This is an optimization exercise on Yosys and OpenROAD, whose aim is small area, a short achievable clock period and few clock cycles, not a production implementation.
The RTL was checked by simulation tests, not by an equivalence proof against the original design.

xenon:
==> flow/design.v (excerpt) <==
module geofence (clk, reset, X, Y, R, valid, is_inside);
    input clk;
    input reset;
    input [9:0] X;
    input [9:0] Y;
    input [10:0] R;
    output valid;
    output is_inside;
    localparam SORT = 5'd24;
    reg [4:0] cyc;
    reg valid_r;
    reg fb;                  
    reg [1:0] sj;            
    reg [2:0] si;            
    reg [1:0] sph;           
    assign valid = valid_r;
    wire bad;                
    wire sort_done = (cyc == SORT) && (sph == 2'd2) && (sj == 2'd3) && (si == 3'd4);
    reg [4:0] cn;            
    reg [4:0] cw;            
    reg fbn;
    reg [1:0] sjn, sphn;
    reg [2:0] sin;
    always @(*) begin
        if (cyc == 5'd22)
            cn = (fb || !bad) ? 5'd23 : SORT;
        else if (cyc == 5'd23)
            cn = 5'd0;
        else if (cyc == SORT)
            cn = sort_done ? 5'd7 : SORT;
        else
            cn = cyc + 5'd1;
        if (cyc == 5'd23)
            cw = 5'd0;
        else if (cyc == SORT)
            cw = sort_done ? 5'd7 : SORT;
        else
            cw = cyc + 5'd1;
        fbn = (cyc == 5'd22 && !fb && bad) ? 1'b1 : (cyc == 5'd23) ? 1'b0 : fb;
        sphn = 2'd3; sjn = 2'd0; sin = 3'd0;
        if (cyc == SORT) begin
            sphn = (sph == 2'd2) ? 2'd0 : sph + 2'd1;
            sjn = (sph == 2'd2) ? sj + 2'd1 : sj;
            sin = (sph == 2'd2 && sj == 2'd3) ? si + 3'd1 : si;
        end
    end
    always @(posedge clk or posedge reset) begin
        if (reset) begin
            cyc <= 5'd0;
            valid_r <= 1'b0;
            fb <= 1'b0;
            sj <= 2'd0;
            si <= 3'd0;
            sph <= 2'd0;
        end else begin
  ...
Size: ~740 flip-flops, roughly 35 I/O pins.
==> flow/config.mk <==
export PLATFORM = sky130hd
export DESIGN_NAME = geofence
export DESIGN_NICKNAME = geofence
export VERILOG_FILES = /design/flow/design.v
export SDC_FILE = /design/flow/constraint.sdc
export NUM_CORES = 4
export LEC_CHECK = 0
export CAP_MARGIN = 20
export CORE_MARGIN = 2
export CORE_UTILIZATION = 35
export GPL_ROUTABILITY_DRIVEN = 1
export PLACE_DENSITY = 0.5
export SLEW_MARGIN = 20
==> flow/constraint.sdc <==
create_clock -name core_clock -period 24.0 [get_ports {clk}]
set_input_delay 4.8000 -clock core_clock [delete_from_list [all_inputs] [get_ports {clk}]]
set_output_delay 4.8000 -clock core_clock [all_outputs]
set_load 0.01 [all_outputs]
standard.sh (not shown) runs the stock make flow with config.mk's settings and CLKGATE_MAP_FILE= SYNTH_SCRIPT=/design/flow/synth_recipe.tcl, a recipe that flattens the netlist after the stock synthesis.
==> flow/flow/run.sh <==
#!/bin/bash
set -euo pipefail
export SETUP_SLACK_MARGIN=18
bash standard.sh > standard_flow.log 2>&1
xenon completed end to end with timing, DRC and antenna clean.
Testbench counts of xenon, summed over its fixed seeds: cycles 39,324.
The inputs of juniper differ from those of xenon as listed below.
-- flow/design.v --
<<< xenon, line 181
    reg [2:0] co_r, ca_r, cb_r;
    reg cb_late;                  
    wire swap;                    
    reg [2:0] q1n, q2n, q3n, q4n, q5n;    
>>> juniper, line 181
    reg [2:0] co_r, ca_r, cb_r;
    reg cb_late;                  
    reg spar;                     
    reg [2:0] nxa, nxb;
    always @(*) begin
        if (sph == 2'd3 || sj == 2'd3) begin
            nxa = perm1; nxb = perm2;
        end else case (sj)
            2'd0: begin nxa = swap ? perm1 : perm2; nxb = perm3; end
            2'd1: begin nxa = swap ? perm2 : perm3; nxb = perm4; end
            default: begin nxa = swap ? perm3 : perm4; nxb = perm5; end
        endcase
    end
    function [9:0] sort3;
        input [2:0] p, a, b;
        reg [2:0] lo, mid, hi;
        reg par;
        begin
            par = (p > a) ^ (p > b) ^ (a > b);
            if (p < a && p < b) begin lo = p; mid = (a < b) ? a : b; hi = (a < b) ? b : a; end
            else if (a < b) begin lo = a; mid = (p < b) ? p : b; hi = (p < b) ? b : p; end
            else begin lo = b; mid = (p < a) ? p : a; hi = (p < a) ? a : p; end
            sort3 = {lo, mid, hi, par};
        end
    endfunction
    wire swap;                    
    reg [2:0] q1n, q2n, q3n, q4n, q5n;    
<<< xenon, line 195
        cb_late <= 1'b0;
        co_r <= 3'd0; ca_r <= 3'd5; cb_r <= cw[2:0] - 3'd5;      
        if (cyc == SORT) begin
            co_r <= p0rank;
            if (sph == 2'd3 || sj == 2'd3) begin
                ca_r <= perm1; cb_r <= perm2;
            end else case (sj)
                2'd0: begin ca_r <= swap ? perm1 : perm2; cb_r <= perm3; end
                2'd1: begin ca_r <= swap ? perm2 : perm3; cb_r <= perm4; end
                default: begin ca_r <= swap ? perm3 : perm4; cb_r <= perm5; end
            endcase
        end else if (cw == 5'd11) begin
            co_r <= 3'd0; ca_r <= 3'd1;
>>> juniper, line 218
        cb_late <= 1'b0;
        co_r <= 3'd0; ca_r <= 3'd5; cb_r <= cw[2:0] - 3'd5;      
        if (cyc == SORT && sph[1]) begin
            {co_r, ca_r, cb_r, spar} <= sort3(p0rank, nxa, nxb);
        end else if (cw == 5'd11) begin
            co_r <= 3'd0; ca_r <= 3'd1;
<<< xenon, line 251
    wire [10:0] bx = {1'b0, pB[19:10]} - {1'b0, po[19:10]};
    wire [10:0] by = {1'b0, pB[9:0]}   - {1'b0, po[9:0]};
    wire [9:0] aax = ax[10] ? (10'd0 - ax[9:0]) : ax[9:0];
    wire [9:0] aay = ay[10] ? (10'd0 - ay[9:0]) : ay[9:0];
    wire [9:0] abx = bx[10] ? (10'd0 - bx[9:0]) : bx[9:0];
    wire [9:0] aby = by[10] ? (10'd0 - by[9:0]) : by[9:0];
    reg [2:0] wa_pre, wb_pre;
>>> juniper, line 267
    wire [10:0] bx = {1'b0, pB[19:10]} - {1'b0, po[19:10]};
    wire [10:0] by = {1'b0, pB[9:0]}   - {1'b0, po[9:0]};
    wire [9:0] aax = ax[9:0];            
    wire [9:0] aay = ay[10] ? (10'd0 - ay[9:0]) : ay[9:0];
    wire [9:0] abx = bx[9:0];
    wire [9:0] aby = by[10] ? (10'd0 - by[9:0]) : by[9:0];
    reg [2:0] wa_pre, wb_pre;
<<< xenon, line 370
            m_a0 <= {1'b0, aax}; m_b0 <= {1'b0, aby};
            m_a1 <= {1'b0, aay}; m_b1 <= {1'b0, abx};
            neg1 <= ax[10] ^ by[10]; neg2 <= ay[10] ^ bx[10];
        end else begin
            m_a0 <= s5_s; m_b0 <= s5_p;
>>> juniper, line 386
            m_a0 <= {1'b0, aax}; m_b0 <= {1'b0, aby};
            m_a1 <= {1'b0, aay}; m_b1 <= {1'b0, abx};
            neg1 <= by[10]; neg2 <= ay[10];
        end else begin
            m_a0 <= s5_s; m_b0 <= s5_p;
<<< xenon, line 413
    end
    assign bad = nonconv | cz_r | (cpos_r == f4);
    assign swap = (cyc == SORT) && (sph == 2'd2) && !cpos_r && !cz_r;
    always @(posedge clk) begin
        if (cyc == 5'd6) begin
>>> juniper, line 429
    end
    assign bad = nonconv | cz_r | (cpos_r == f4);
    assign swap = (cyc == SORT) && (sph == 2'd2) && !cz_r && (spar ? cpos_r : !cpos_r);
    always @(posedge clk) begin
        if (cyc == 5'd6) begin
<<< xenon, line 463
        end
    end
    wire signed [22:0] mprod = $signed({1'b0, ma_r}) * $signed(mb_r);
    reg signed [25:0] acc;
    always @(posedge clk) begin
        if (d_accen)
            acc <= (d_accfirst ? -26'sd1 : acc) + mprod;
    end
    assign is_inside = acc[25];
>>> juniper, line 479
        end
    end
    reg [25:0] acc, accn;
    integer m;
    always @(*) begin
        accn = d_accfirst ? 26'h3FFFFFF : acc;
        for (m = 0; m < 11; m = m + 1)
            accn = accn + ({16'd0, ma_r & {10{mb_r[m]}}} << m);
        accn = accn - ({16'd0, ma_r & {10{mb_r[11]}}} << 11);
    end
    always @(posedge clk) begin
        if (d_accen)
            acc <= accn;
    end
    assign is_inside = acc[25];
### Flow results
- Wire length after detailed routing ended up about 4% lower on juniper than on xenon.
- In juniper the instance count on the critical path turned out about 4% lower than in xenon.
- juniper vs. xenon: worst hold slack across all endpoints saw a decrease, total iterations of the first detailed-routing run saw an increase, first-pass GRT wire length saw a decrease.
Testbench counts of juniper, summed over its fixed seeds: cycles 39,324.

==> port drivers added, routing unchanged <==
How much do the figures lean on ideal ports? The routed layouts below were timed once more, with nothing changed but the port constraints. Step 1, drivers: a clkbuf_16 drives clk and a buf_2 each remaining input, both assumed. Step 2, shift: input delay + t, output delay - t, t = (earliest + latest rising clock arrival at the registers) / 2. This alone moves slack from input paths to output paths. a / b / c = no drivers / after step 1 / after step 2; a / b = the first two.
run | t, ns | setup WS [ns] | worst setup path after step 2 | worst register clock-pin slew, ns
xenon | 0.789 | 17.722 / 17.722 / 17.336 | input to register | 0.07 / 0.07
juniper | 0.758 | 17.591 / 17.591 / 17.211 | input to register | 0.07 / 0.07
After both steps every run listed still meets setup and hold. For xenon, which loses most, drivers alone change the setup slack by 0.000 ns; drivers and shift together by -0.386 ns.
